What follows belongs to an exercise in optimizing a design on an open flow for small area; a production flow would make more cautious choices. In this exercise RTL edits were held to simulation tests only and were not proved equivalent to the original. Power is estimated from default activity; no workload was simulated.

==> job 5487: inputs <==
Design sparse_matrix_mul, start of the top module:
module sparse_matrix_mul(clk,m1i1,m1i2,m1i3,m1i4,m2c1,m2c2,m2c3,m2c4,m2c5, m2c6, m2c7, m2c8, m2c9, m2c10, m2c11, m2c12, m2c13, m2c14, m2c15, m2c16, f11, f12, f13, f14, f21, f22, f23, f24, f31, f32, f33, f34, f41, f42, f43, f44, o1,o2,o3,o4);
Settings: LEC_CHECK=0, CAP_MARGIN=20, CORE_MARGIN=2, CORE_UTILIZATION=60, GPL_TIMING_DRIVEN=0, PLACE_DENSITY=0.7, SLEW_MARGIN=20, SYNTH_HIERARCHICAL=1; clock period 5.0 ns.
standard.sh (not shown) runs the stock make flow with config.mk's settings and CLKGATE_MAP_FILE= SYNTH_SCRIPT=/design/flow/synth_recipe.tcl, a recipe that flattens the netlist after the stock synthesis.
==> flow/flow/run.sh <==
#!/bin/bash
# Standard ORFS layout (the standard.sh, unchanged) with two placement/CTS options:
#  - port buffers use the smallest buffer (buf_1) instead of buffer_ports' default pick
#  - CTS with clkbuf_8 and without dummy loads
set -euo pipefail
export BUFFER_PORTS_ARGS="-buffer_cell sky130_fd_sc_hd__buf_1"
export CTS_ARGS="-sink_clustering_enable -repair_clock_nets -buf_list sky130_fd_sc_hd__clkbuf_8 -dont_use_dummy_load"
bash standard.sh > standard.log 2>&1
==> job 3529: changes against job 5487 <==
--- a/flow/design.v
+++ b/flow/design.v
@@ -26,12 +26,17 @@
 endmodule
 module nand3_cell(a, b, c, y);
   input a, b, c;
   output y;
   assign y = ~(a & b & c);
 endmodule
+module nor2_cell(a, b, y);
+  input a, b;
+  output y;
+  assign y = ~(a | b);
+endmodule
 module or2_cell(a, b, y);
   input a, b;
   output y;
   assign y = a | b;
 endmodule
 module sel2_cell(s1, s2, x, y);
@@ -1374,20 +1379,20 @@
   or2_cell u_p11_38(p11_34, p11_35, p11_38);
   fa_cell u_p11_39(p11_25, p11_18, p11_9, p11_39, p11_40);
   fa_cell u_p11_41(p11_36, p11_39, p11_38, p11_41, p11_42);
   fa_cell u_p11_43(p11_28, p11_26, p11_19, p11_43, p11_44);
   fa_cell u_p11_45(p11_10, p11_43, p11_40, p11_45, p11_46);
   xnor2_cell u_p11_47(p11_45, p11_42, p11_47);
-  or2_cell u_p11_48(p11_45, p11_42, p11_48);
+  nor2_cell u_p11_48(p11_45, p11_42, p11_48);
   xor2_cell u_p11_49(p11_29, p11_30, p11_49);
   xor2_cell u_p11_50(p11_49, p11_27, p11_50);
   xor2_cell u_p11_51(p11_50, p11_20, p11_51);
   xor2_cell u_p11_52(p11_44, p11_51, p11_52);
   xor2_cell u_p11_53(p11_11, p11_52, p11_53);
   xor2_cell u_p11_54(p11_53, p11_46, p11_54);
-  xnor2_cell u_p11_55(p11_54, p11_48, p11_55);
+  xor2_cell u_p11_55(p11_54, p11_48, p11_55);
   and3b_cell u_p12_1(m2c2[1], m2c2[0], f12, p12_1);
   and3b_cell u_p12_2(m2c2[0], m2c2[1], f12, p12_2);
   and3_cell u_p12_3(m2c2[0], m2c2[1], f12, p12_3);
   sel2_cell u_p12_4(p12_1, p12_3, m1i1[0], p12_4);
   sel3_cell u_p12_5(p12_1, m1i1[1], p12_2, m1i1[0], p12_3, t1[1], p12_5);
   sel3_cell u_p12_6(p12_1, m1i1[2], p12_2, m1i1[1], p12_3, t1[2], p12_6);
@@ -1423,20 +1428,20 @@
   or2_cell u_p12_38(p12_34, p12_35, p12_38);
   fa_cell u_p12_39(p12_25, p12_18, p12_9, p12_39, p12_40);
   fa_cell u_p12_41(p12_36, p12_39, p12_38, p12_41, p12_42);
   fa_cell u_p12_43(p12_28, p12_26, p12_19, p12_43, p12_44);
   fa_cell u_p12_45(p12_10, p12_43, p12_40, p12_45, p12_46);
   xnor2_cell u_p12_47(p12_45, p12_42, p12_47);
-  or2_cell u_p12_48(p12_45, p12_42, p12_48);
+  nor2_cell u_p12_48(p12_45, p12_42, p12_48);
   xor2_cell u_p12_49(p12_29, p12_30, p12_49);
   xor2_cell u_p12_50(p12_49, p12_27, p12_50);
   xor2_cell u_p12_51(p12_50, p12_20, p12_51);
   xor2_cell u_p12_52(p12_44, p12_51, p12_52);
   xor2_cell u_p12_53(p12_11, p12_52, p12_53);
   xor2_cell u_p12_54(p12_53, p12_46, p12_54);
-  xnor2_cell u_p12_55(p12_54, p12_48, p12_55);
+  xor2_cell u_p12_55(p12_54, p12_48, p12_55);
   and3b_cell u_p13_1(m2c3[1], m2c3[0], f13, p13_1);
   and3b_cell u_p13_2(m2c3[0], m2c3[1], f13, p13_2);
   and3_cell u_p13_3(m2c3[0], m2c3[1], f13, p13_3);
   sel2_cell u_p13_4(p13_1, p13_3, m1i1[0], p13_4);
   sel3_cell u_p13_5(p13_1, m1i1[1], p13_2, m1i1[0], p13_3, t1[1], p13_5);
   sel3_cell u_p13_6(p13_1, m1i1[2], p13_2, m1i1[1], p13_3, t1[2], p13_6);
@@ -1472,20 +1477,20 @@
   or2_cell u_p13_38(p13_34, p13_35, p13_38);
   fa_cell u_p13_39(p13_25, p13_18, p13_9, p13_39, p13_40);
   fa_cell u_p13_41(p13_36, p13_39, p13_38, p13_41, p13_42);
   fa_cell u_p13_43(p13_28, p13_26, p13_19, p13_43, p13_44);
   fa_cell u_p13_45(p13_10, p13_43, p13_40, p13_45, p13_46);
   xnor2_cell u_p13_47(p13_45, p13_42, p13_47);
-  or2_cell u_p13_48(p13_45, p13_42, p13_48);
+  nor2_cell u_p13_48(p13_45, p13_42, p13_48);
   xor2_cell u_p13_49(p13_29, p13_30, p13_49);
   xor2_cell u_p13_50(p13_49, p13_27, p13_50);
   xor2_cell u_p13_51(p13_50, p13_20, p13_51);
   xor2_cell u_p13_52(p13_44, p13_51, p13_52);
   xor2_cell u_p13_53(p13_11, p13_52, p13_53);
   xor2_cell u_p13_54(p13_53, p13_46, p13_54);
-  xnor2_cell u_p13_55(p13_54, p13_48, p13_55);
+  xor2_cell u_p13_55(p13_54, p13_48, p13_55);
   and3b_cell u_p14_1(m2c4[1], m2c4[0], f14, p14_1);
   and3b_cell u_p14_2(m2c4[0], m2c4[1], f14, p14_2);
   and3_cell u_p14_3(m2c4[0], m2c4[1], f14, p14_3);
   sel2_cell u_p14_4(p14_1, p14_3, m1i1[0], p14_4);
   sel3_cell u_p14_5(p14_1, m1i1[1], p14_2, m1i1[0], p14_3, t1[1], p14_5);
   sel3_cell u_p14_6(p14_1, m1i1[2], p14_2, m1i1[1], p14_3, t1[2], p14_6);
@@ -1521,20 +1526,20 @@
   or2_cell u_p14_38(p14_34, p14_35, p14_38);
   fa_cell u_p14_39(p14_25, p14_18, p14_9, p14_39, p14_40);
   fa_cell u_p14_41(p14_36, p14_39, p14_38, p14_41, p14_42);
   fa_cell u_p14_43(p14_28, p14_26, p14_19, p14_43, p14_44);
   fa_cell u_p14_45(p14_10, p14_43, p14_40, p14_45, p14_46);
   xnor2_cell u_p14_47(p14_45, p14_42, p14_47);
-  or2_cell u_p14_48(p14_45, p14_42, p14_48);
+  nor2_cell u_p14_48(p14_45, p14_42, p14_48);
   xor2_cell u_p14_49(p14_29, p14_30, p14_49);
   xor2_cell u_p14_50(p14_49, p14_27, p14_50);
   xor2_cell u_p14_51(p14_50, p14_20, p14_51);
   xor2_cell u_p14_52(p14_44, p14_51, p14_52);
   xor2_cell u_p14_53(p14_11, p14_52, p14_53);
   xor2_cell u_p14_54(p14_53, p14_46, p14_54);
-  xnor2_cell u_p14_55(p14_54, p14_48, p14_55);
+  xor2_cell u_p14_55(p14_54, p14_48, p14_55);
   and3b_cell u_p21_1(m2c5[1], m2c5[0], f21, p21_1);
   and3b_cell u_p21_2(m2c5[0], m2c5[1], f21, p21_2);
   and3_cell u_p21_3(m2c5[0], m2c5[1], f21, p21_3);
   sel2_cell u_p21_4(p21_1, p21_3, m1i2[0], p21_4);
   sel3_cell u_p21_5(p21_1, m1i2[1], p21_2, m1i2[0], p21_3, t2[1], p21_5);
   sel3_cell u_p21_6(p21_1, m1i2[2], p21_2, m1i2[1], p21_3, t2[2], p21_6);
@@ -1570,20 +1575,20 @@
   or2_cell u_p21_38(p21_34, p21_35, p21_38);
   fa_cell u_p21_39(p21_25, p21_18, p21_9, p21_39, p21_40);
   fa_cell u_p21_41(p21_36, p21_39, p21_38, p21_41, p21_42);
   fa_cell u_p21_43(p21_28, p21_26, p21_19, p21_43, p21_44);
   fa_cell u_p21_45(p21_10, p21_43, p21_40, p21_45, p21_46);
   xnor2_cell u_p21_47(p21_45, p21_42, p21_47);
-  or2_cell u_p21_48(p21_45, p21_42, p21_48);
+  nor2_cell u_p21_48(p21_45, p21_42, p21_48);
   xor2_cell u_p21_49(p21_29, p21_30, p21_49);
   xor2_cell u_p21_50(p21_49, p21_27, p21_50);
   xor2_cell u_p21_51(p21_50, p21_20, p21_51);
   xor2_cell u_p21_52(p21_44, p21_51, p21_52);
   xor2_cell u_p21_53(p21_11, p21_52, p21_53);
   xor2_cell u_p21_54(p21_53, p21_46, p21_54);
-  xnor2_cell u_p21_55(p21_54, p21_48, p21_55);
+  xor2_cell u_p21_55(p21_54, p21_48, p21_55);
   xnor2_cell u_p21_56(s11[0], p21_4, p21_56);
   or2_cell u_p21_57(s11[0], p21_4, p21_57);
   fa_cell u_p21_58(s11[1], p21_5, p21_57, p21_58, p21_59);
   fa_cell u_p21_60(s11[2], p21_31, p21_59, p21_60, p21_61);
   fa_cell u_p21_62(s11[3], p21_33, p21_61, p21_62, p21_63);
   fa_cell u_p21_64(s11[4], p21_37, p21_63, p21_64, p21_65);
@@ -1628,20 +1633,20 @@
   or2_cell u_p22_38(p22_34, p22_35, p22_38);
   fa_cell u_p22_39(p22_25, p22_18, p22_9, p22_39, p22_40);
   fa_cell u_p22_41(p22_36, p22_39, p22_38, p22_41, p22_42);
   fa_cell u_p22_43(p22_28, p22_26, p22_19, p22_43, p22_44);
   fa_cell u_p22_45(p22_10, p22_43, p22_40, p22_45, p22_46);
   xnor2_cell u_p22_47(p22_45, p22_42, p22_47);
-  or2_cell u_p22_48(p22_45, p22_42, p22_48);
+  nor2_cell u_p22_48(p22_45, p22_42, p22_48);
   xor2_cell u_p22_49(p22_29, p22_30, p22_49);
   xor2_cell u_p22_50(p22_49, p22_27, p22_50);
   xor2_cell u_p22_51(p22_50, p22_20, p22_51);
   xor2_cell u_p22_52(p22_44, p22_51, p22_52);
   xor2_cell u_p22_53(p22_11, p22_52, p22_53);
   xor2_cell u_p22_54(p22_53, p22_46, p22_54);
-  xnor2_cell u_p22_55(p22_54, p22_48, p22_55);
+  xor2_cell u_p22_55(p22_54, p22_48, p22_55);
   xnor2_cell u_p22_56(s12[0], p22_4, p22_56);
   or2_cell u_p22_57(s12[0], p22_4, p22_57);
   fa_cell u_p22_58(s12[1], p22_5, p22_57, p22_58, p22_59);
   fa_cell u_p22_60(s12[2], p22_31, p22_59, p22_60, p22_61);
   fa_cell u_p22_62(s12[3], p22_33, p22_61, p22_62, p22_63);
   fa_cell u_p22_64(s12[4], p22_37, p22_63, p22_64, p22_65);
@@ -1686,20 +1691,20 @@
   or2_cell u_p23_38(p23_34, p23_35, p23_38);
   fa_cell u_p23_39(p23_25, p23_18, p23_9, p23_39, p23_40);
   fa_cell u_p23_41(p23_36, p23_39, p23_38, p23_41, p23_42);
   fa_cell u_p23_43(p23_28, p23_26, p23_19, p23_43, p23_44);
   fa_cell u_p23_45(p23_10, p23_43, p23_40, p23_45, p23_46);
   xnor2_cell u_p23_47(p23_45, p23_42, p23_47);
-  or2_cell u_p23_48(p23_45, p23_42, p23_48);
+  nor2_cell u_p23_48(p23_45, p23_42, p23_48);
   xor2_cell u_p23_49(p23_29, p23_30, p23_49);
   xor2_cell u_p23_50(p23_49, p23_27, p23_50);
   xor2_cell u_p23_51(p23_50, p23_20, p23_51);
   xor2_cell u_p23_52(p23_44, p23_51, p23_52);
   xor2_cell u_p23_53(p23_11, p23_52, p23_53);
   xor2_cell u_p23_54(p23_53, p23_46, p23_54);
-  xnor2_cell u_p23_55(p23_54, p23_48, p23_55);
+  xor2_cell u_p23_55(p23_54, p23_48, p23_55);
   xnor2_cell u_p23_56(s13[0], p23_4, p23_56);
   or2_cell u_p23_57(s13[0], p23_4, p23_57);
   fa_cell u_p23_58(s13[1], p23_5, p23_57, p23_58, p23_59);
   fa_cell u_p23_60(s13[2], p23_31, p23_59, p23_60, p23_61);
   fa_cell u_p23_62(s13[3], p23_33, p23_61, p23_62, p23_63);
   fa_cell u_p23_64(s13[4], p23_37, p23_63, p23_64, p23_65);
@@ -1744,20 +1749,20 @@
   or2_cell u_p24_38(p24_34, p24_35, p24_38);
   fa_cell u_p24_39(p24_25, p24_18, p24_9, p24_39, p24_40);
   fa_cell u_p24_41(p24_36, p24_39, p24_38, p24_41, p24_42);
   fa_cell u_p24_43(p24_28, p24_26, p24_19, p24_43, p24_44);
   fa_cell u_p24_45(p24_10, p24_43, p24_40, p24_45, p24_46);
   xnor2_cell u_p24_47(p24_45, p24_42, p24_47);
-  or2_cell u_p24_48(p24_45, p24_42, p24_48);
+  nor2_cell u_p24_48(p24_45, p24_42, p24_48);
   xor2_cell u_p24_49(p24_29, p24_30, p24_49);
   xor2_cell u_p24_50(p24_49, p24_27, p24_50);
   xor2_cell u_p24_51(p24_50, p24_20, p24_51);
   xor2_cell u_p24_52(p24_44, p24_51, p24_52);
   xor2_cell u_p24_53(p24_11, p24_52, p24_53);
   xor2_cell u_p24_54(p24_53, p24_46, p24_54);
-  xnor2_cell u_p24_55(p24_54, p24_48, p24_55);
+  xor2_cell u_p24_55(p24_54, p24_48, p24_55);
   xnor2_cell u_p24_56(s14[0], p24_4, p24_56);
   or2_cell u_p24_57(s14[0], p24_4, p24_57);
   fa_cell u_p24_58(s14[1], p24_5, p24_57, p24_58, p24_59);
   fa_cell u_p24_60(s14[2], p24_31, p24_59, p24_60, p24_61);
   fa_cell u_p24_62(s14[3], p24_33, p24_61, p24_62, p24_63);
   fa_cell u_p24_64(s14[4], p24_37, p24_63, p24_64, p24_65);
@@ -1802,20 +1807,20 @@
   or2_cell u_p31_38(p31_34, p31_35, p31_38);
   fa_cell u_p31_39(p31_25, p31_18, p31_9, p31_39, p31_40);
   fa_cell u_p31_41(p31_36, p31_39, p31_38, p31_41, p31_42);
   fa_cell u_p31_43(p31_28, p31_26, p31_19, p31_43, p31_44);
   fa_cell u_p31_45(p31_10, p31_43, p31_40, p31_45, p31_46);
   xnor2_cell u_p31_47(p31_45, p31_42, p31_47);
-  or2_cell u_p31_48(p31_45, p31_42, p31_48);
+  nor2_cell u_p31_48(p31_45, p31_42, p31_48);
   xor2_cell u_p31_49(p31_29, p31_30, p31_49);
   xor2_cell u_p31_50(p31_49, p31_27, p31_50);
   xor2_cell u_p31_51(p31_50, p31_20, p31_51);
   xor2_cell u_p31_52(p31_44, p31_51, p31_52);
   xor2_cell u_p31_53(p31_11, p31_52, p31_53);
   xor2_cell u_p31_54(p31_53, p31_46, p31_54);
-  xnor2_cell u_p31_55(p31_54, p31_48, p31_55);
+  xor2_cell u_p31_55(p31_54, p31_48, p31_55);
   xnor2_cell u_p31_56(s21[0], p31_4, p31_56);
   or2_cell u_p31_57(s21[0], p31_4, p31_57);
   fa_cell u_p31_58(s21[1], p31_5, p31_57, p31_58, p31_59);
   fa_cell u_p31_60(s21[2], p31_31, p31_59, p31_60, p31_61);
   fa_cell u_p31_62(s21[3], p31_33, p31_61, p31_62, p31_63);
   fa_cell u_p31_64(s21[4], p31_37, p31_63, p31_64, p31_65);
@@ -1861,20 +1866,20 @@
   or2_cell u_p32_38(p32_34, p32_35, p32_38);
   fa_cell u_p32_39(p32_25, p32_18, p32_9, p32_39, p32_40);
   fa_cell u_p32_41(p32_36, p32_39, p32_38, p32_41, p32_42);
   fa_cell u_p32_43(p32_28, p32_26, p32_19, p32_43, p32_44);
   fa_cell u_p32_45(p32_10, p32_43, p32_40, p32_45, p32_46);
   xnor2_cell u_p32_47(p32_45, p32_42, p32_47);
-  or2_cell u_p32_48(p32_45, p32_42, p32_48);
+  nor2_cell u_p32_48(p32_45, p32_42, p32_48);
   xor2_cell u_p32_49(p32_29, p32_30, p32_49);
   xor2_cell u_p32_50(p32_49, p32_27, p32_50);
   xor2_cell u_p32_51(p32_50, p32_20, p32_51);
   xor2_cell u_p32_52(p32_44, p32_51, p32_52);
   xor2_cell u_p32_53(p32_11, p32_52, p32_53);
   xor2_cell u_p32_54(p32_53, p32_46, p32_54);
-  xnor2_cell u_p32_55(p32_54, p32_48, p32_55);
+  xor2_cell u_p32_55(p32_54, p32_48, p32_55);
   xnor2_cell u_p32_56(s22[0], p32_4, p32_56);
   or2_cell u_p32_57(s22[0], p32_4, p32_57);
   fa_cell u_p32_58(s22[1], p32_5, p32_57, p32_58, p32_59);
   fa_cell u_p32_60(s22[2], p32_31, p32_59, p32_60, p32_61);
   fa_cell u_p32_62(s22[3], p32_33, p32_61, p32_62, p32_63);
   fa_cell u_p32_64(s22[4], p32_37, p32_63, p32_64, p32_65);
@@ -1920,20 +1925,20 @@
   or2_cell u_p33_38(p33_34, p33_35, p33_38);
   fa_cell u_p33_39(p33_25, p33_18, p33_9, p33_39, p33_40);
   fa_cell u_p33_41(p33_36, p33_39, p33_38, p33_41, p33_42);
   fa_cell u_p33_43(p33_28, p33_26, p33_19, p33_43, p33_44);
   fa_cell u_p33_45(p33_10, p33_43, p33_40, p33_45, p33_46);
   xnor2_cell u_p33_47(p33_45, p33_42, p33_47);
-  or2_cell u_p33_48(p33_45, p33_42, p33_48);
+  nor2_cell u_p33_48(p33_45, p33_42, p33_48);
   xor2_cell u_p33_49(p33_29, p33_30, p33_49);
   xor2_cell u_p33_50(p33_49, p33_27, p33_50);
   xor2_cell u_p33_51(p33_50, p33_20, p33_51);
   xor2_cell u_p33_52(p33_44, p33_51, p33_52);
   xor2_cell u_p33_53(p33_11, p33_52, p33_53);
   xor2_cell u_p33_54(p33_53, p33_46, p33_54);
-  xnor2_cell u_p33_55(p33_54, p33_48, p33_55);
+  xor2_cell u_p33_55(p33_54, p33_48, p33_55);
   xnor2_cell u_p33_56(s23[0], p33_4, p33_56);
   or2_cell u_p33_57(s23[0], p33_4, p33_57);
   fa_cell u_p33_58(s23[1], p33_5, p33_57, p33_58, p33_59);
   fa_cell u_p33_60(s23[2], p33_31, p33_59, p33_60, p33_61);
   fa_cell u_p33_62(s23[3], p33_33, p33_61, p33_62, p33_63);
   fa_cell u_p33_64(s23[4], p33_37, p33_63, p33_64, p33_65);
@@ -1979,20 +1984,20 @@
   or2_cell u_p34_38(p34_34, p34_35, p34_38);
   fa_cell u_p34_39(p34_25, p34_18, p34_9, p34_39, p34_40);
   fa_cell u_p34_41(p34_36, p34_39, p34_38, p34_41, p34_42);
   fa_cell u_p34_43(p34_28, p34_26, p34_19, p34_43, p34_44);
   fa_cell u_p34_45(p34_10, p34_43, p34_40, p34_45, p34_46);
   xnor2_cell u_p34_47(p34_45, p34_42, p34_47);
-  or2_cell u_p34_48(p34_45, p34_42, p34_48);
+  nor2_cell u_p34_48(p34_45, p34_42, p34_48);
   xor2_cell u_p34_49(p34_29, p34_30, p34_49);
   xor2_cell u_p34_50(p34_49, p34_27, p34_50);
   xor2_cell u_p34_51(p34_50, p34_20, p34_51);
   xor2_cell u_p34_52(p34_44, p34_51, p34_52);
   xor2_cell u_p34_53(p34_11, p34_52, p34_53);
   xor2_cell u_p34_54(p34_53, p34_46, p34_54);
-  xnor2_cell u_p34_55(p34_54, p34_48, p34_55);
+  xor2_cell u_p34_55(p34_54, p34_48, p34_55);
   xnor2_cell u_p34_56(s24[0], p34_4, p34_56);
   or2_cell u_p34_57(s24[0], p34_4, p34_57);
   fa_cell u_p34_58(s24[1], p34_5, p34_57, p34_58, p34_59);
   fa_cell u_p34_60(s24[2], p34_31, p34_59, p34_60, p34_61);
   fa_cell u_p34_62(s24[3], p34_33, p34_61, p34_62, p34_63);
   fa_cell u_p34_64(s24[4], p34_37, p34_63, p34_64, p34_65);
@@ -2038,20 +2043,20 @@
   or2_cell u_p41_38(p41_34, p41_35, p41_38);
   fa_cell u_p41_39(p41_25, p41_18, p41_9, p41_39, p41_40);
   fa_cell u_p41_41(p41_36, p41_39, p41_38, p41_41, p41_42);
   fa_cell u_p41_43(p41_28, p41_26, p41_19, p41_43, p41_44);
   fa_cell u_p41_45(p41_10, p41_43, p41_40, p41_45, p41_46);
   xnor2_cell u_p41_47(p41_45, p41_42, p41_47);
-  or2_cell u_p41_48(p41_45, p41_42, p41_48);
+  nor2_cell u_p41_48(p41_45, p41_42, p41_48);
   xor2_cell u_p41_49(p41_29, p41_30, p41_49);
   xor2_cell u_p41_50(p41_49, p41_27, p41_50);
   xor2_cell u_p41_51(p41_50, p41_20, p41_51);
   xor2_cell u_p41_52(p41_44, p41_51, p41_52);
   xor2_cell u_p41_53(p41_11, p41_52, p41_53);
   xor2_cell u_p41_54(p41_53, p41_46, p41_54);
-  xnor2_cell u_p41_55(p41_54, p41_48, p41_55);
+  xor2_cell u_p41_55(p41_54, p41_48, p41_55);
   xor2_cell u_p41_56(s31[0], p41_4, p41_56);
   or2_cell u_p41_57(s31[0], p41_4, p41_57);
   fa_cell u_p41_58(s31[1], p41_5, p41_57, p41_58, p41_59);
   fa_cell u_p41_60(s31[2], p41_31, p41_59, p41_60, p41_61);
   fa_cell u_p41_62(s31[3], p41_33, p41_61, p41_62, p41_63);
   fa_cell u_p41_64(s31[4], p41_37, p41_63, p41_64, p41_65);
@@ -2097,20 +2102,20 @@
   or2_cell u_p42_38(p42_34, p42_35, p42_38);
   fa_cell u_p42_39(p42_25, p42_18, p42_9, p42_39, p42_40);
   fa_cell u_p42_41(p42_36, p42_39, p42_38, p42_41, p42_42);
   fa_cell u_p42_43(p42_28, p42_26, p42_19, p42_43, p42_44);
   fa_cell u_p42_45(p42_10, p42_43, p42_40, p42_45, p42_46);
   xnor2_cell u_p42_47(p42_45, p42_42, p42_47);
-  or2_cell u_p42_48(p42_45, p42_42, p42_48);
+  nor2_cell u_p42_48(p42_45, p42_42, p42_48);
   xor2_cell u_p42_49(p42_29, p42_30, p42_49);
   xor2_cell u_p42_50(p42_49, p42_27, p42_50);
   xor2_cell u_p42_51(p42_50, p42_20, p42_51);
   xor2_cell u_p42_52(p42_44, p42_51, p42_52);
   xor2_cell u_p42_53(p42_11, p42_52, p42_53);
   xor2_cell u_p42_54(p42_53, p42_46, p42_54);
-  xnor2_cell u_p42_55(p42_54, p42_48, p42_55);
+  xor2_cell u_p42_55(p42_54, p42_48, p42_55);
   xor2_cell u_p42_56(s32[0], p42_4, p42_56);
   or2_cell u_p42_57(s32[0], p42_4, p42_57);
   fa_cell u_p42_58(s32[1], p42_5, p42_57, p42_58, p42_59);
   fa_cell u_p42_60(s32[2], p42_31, p42_59, p42_60, p42_61);
   fa_cell u_p42_62(s32[3], p42_33, p42_61, p42_62, p42_63);
   fa_cell u_p42_64(s32[4], p42_37, p42_63, p42_64, p42_65);
@@ -2156,20 +2161,20 @@
   or2_cell u_p43_38(p43_34, p43_35, p43_38);
   fa_cell u_p43_39(p43_25, p43_18, p43_9, p43_39, p43_40);
   fa_cell u_p43_41(p43_36, p43_39, p43_38, p43_41, p43_42);
   fa_cell u_p43_43(p43_28, p43_26, p43_19, p43_43, p43_44);
   fa_cell u_p43_45(p43_10, p43_43, p43_40, p43_45, p43_46);
   xnor2_cell u_p43_47(p43_45, p43_42, p43_47);
-  or2_cell u_p43_48(p43_45, p43_42, p43_48);
+  nor2_cell u_p43_48(p43_45, p43_42, p43_48);
   xor2_cell u_p43_49(p43_29, p43_30, p43_49);
   xor2_cell u_p43_50(p43_49, p43_27, p43_50);
   xor2_cell u_p43_51(p43_50, p43_20, p43_51);
   xor2_cell u_p43_52(p43_44, p43_51, p43_52);
   xor2_cell u_p43_53(p43_11, p43_52, p43_53);
   xor2_cell u_p43_54(p43_53, p43_46, p43_54);
-  xnor2_cell u_p43_55(p43_54, p43_48, p43_55);
+  xor2_cell u_p43_55(p43_54, p43_48, p43_55);
   xor2_cell u_p43_56(s33[0], p43_4, p43_56);
   or2_cell u_p43_57(s33[0], p43_4, p43_57);
   fa_cell u_p43_58(s33[1], p43_5, p43_57, p43_58, p43_59);
   fa_cell u_p43_60(s33[2], p43_31, p43_59, p43_60, p43_61);
   fa_cell u_p43_62(s33[3], p43_33, p43_61, p43_62, p43_63);
   fa_cell u_p43_64(s33[4], p43_37, p43_63, p43_64, p43_65);
@@ -2215,20 +2220,20 @@
   or2_cell u_p44_38(p44_34, p44_35, p44_38);
   fa_cell u_p44_39(p44_25, p44_18, p44_9, p44_39, p44_40);
   fa_cell u_p44_41(p44_36, p44_39, p44_38, p44_41, p44_42);
   fa_cell u_p44_43(p44_28, p44_26, p44_19, p44_43, p44_44);
   fa_cell u_p44_45(p44_10, p44_43, p44_40, p44_45, p44_46);
   xnor2_cell u_p44_47(p44_45, p44_42, p44_47);
-  or2_cell u_p44_48(p44_45, p44_42, p44_48);
+  nor2_cell u_p44_48(p44_45, p44_42, p44_48);
   xor2_cell u_p44_49(p44_29, p44_30, p44_49);
   xor2_cell u_p44_50(p44_49, p44_27, p44_50);
   xor2_cell u_p44_51(p44_50, p44_20, p44_51);
   xor2_cell u_p44_52(p44_44, p44_51, p44_52);
   xor2_cell u_p44_53(p44_11, p44_52, p44_53);
   xor2_cell u_p44_54(p44_53, p44_46, p44_54);
-  xnor2_cell u_p44_55(p44_54, p44_48, p44_55);
+  xor2_cell u_p44_55(p44_54, p44_48, p44_55);
   xor2_cell u_p44_56(s34[0], p44_4, p44_56);
   or2_cell u_p44_57(s34[0], p44_4, p44_57);
   fa_cell u_p44_58(s34[1], p44_5, p44_57, p44_58, p44_59);
   fa_cell u_p44_60(s34[2], p44_31, p44_59, p44_60, p44_61);
   fa_cell u_p44_62(s34[3], p44_33, p44_61, p44_62, p44_63);
   fa_cell u_p44_64(s34[4], p44_37, p44_63, p44_64, p44_65);
- CORE_UTILIZATION: 60 -> 55
- PLACE_DENSITY: 0.7 -> 0.75
==> results.txt <==
Critical path depth is the same in job 3529 and job 5487.
In final area, job 3529 and job 5487 hardly differ.
In clock-buffer cell count, job 5487 and job 3529 do not differ.
Of job 3529 and job 5487, job 5487 has the higher utilization (gap 5.3 points).
In job 5487 the routed wire length is higher than in job 3529, by about 0.23%.
In sequential power, job 5487 and job 3529 hardly differ.
Clock power: job 3529 is lower than job 5487 (about 1%).
Power is about the same in job 5487 and job 3529.
==> figures <==
metric	job 5487	job 3529
Proportion of power drawn by flip-flops and latches	37.4%	37.3%
Multi-input gate area	0.01074 mm^2	0.01069 mm^2
Die outline width	152.6 um	158.9 um
Unique masters post-synth	13	14
Gr usage total	30.58%	28.41%
Post-Place Setup Slack	-1.089 ns	-1.150 ns
Result of the run	no timing/DRC/antenna violations	no timing/DRC/antenna violations
Yosys top cell area share	27.21%	27.29%
Register area share after synthesis	21.16%	21.23%
Worst reg2reg setup slack	1.41 ns	1.42 ns
Sequential cell area share	18.52%	18.52%
Met1 Usage GRT	41.75%	38.97%
Headroom to the max-slew limit	18.67%	27.58%
Hold slack	0.4055 ns	0.4082 ns
Chip height	152.6 um	158.9 um
Final critical delay including setup and external delays	4.881 ns	4.926 ns
Multi-input combinational area share	70.99%	70.64%
Weighted congestion at the end of routability-driven global placement	0.8927	0.8915

==> re-timing with driven ports <==
How much do the figures lean on ideal ports? The routed layouts below were timed once more, with nothing changed but the port constraints. Step 1 (the two cells are an assumption about what drives the block):
set clk [get_ports {clk}]
set_driving_cell -lib_cell sky130_fd_sc_hd__clkbuf_16 $clk
set_driving_cell -lib_cell sky130_fd_sc_hd__buf_2 [delete_from_list [all_inputs] $clk]
Step 2 also shifts input and output timing later by t, the mid clock arrival at the registers, as if the neighbouring blocks saw the same clock. Three values: no drivers, after step 1, after step 2; two values: the first two.
| run | t, ns | setup slack, ns | worst setup path at the end |
|---|---|---|---|
| job 5487 | 0.464 | 0.119 / 0.114 / -0.350 | input to register |
| job 3529 | 0.484 | 0.074 / 0.075 / -0.409 | input to register |
With both steps, setup timing fails in job 5487 and job 3529, where it was met with ideal ports. For job 3529, which loses most, drivers alone change the setup slack by +0.001 ns; drivers and shift together by -0.483 ns.
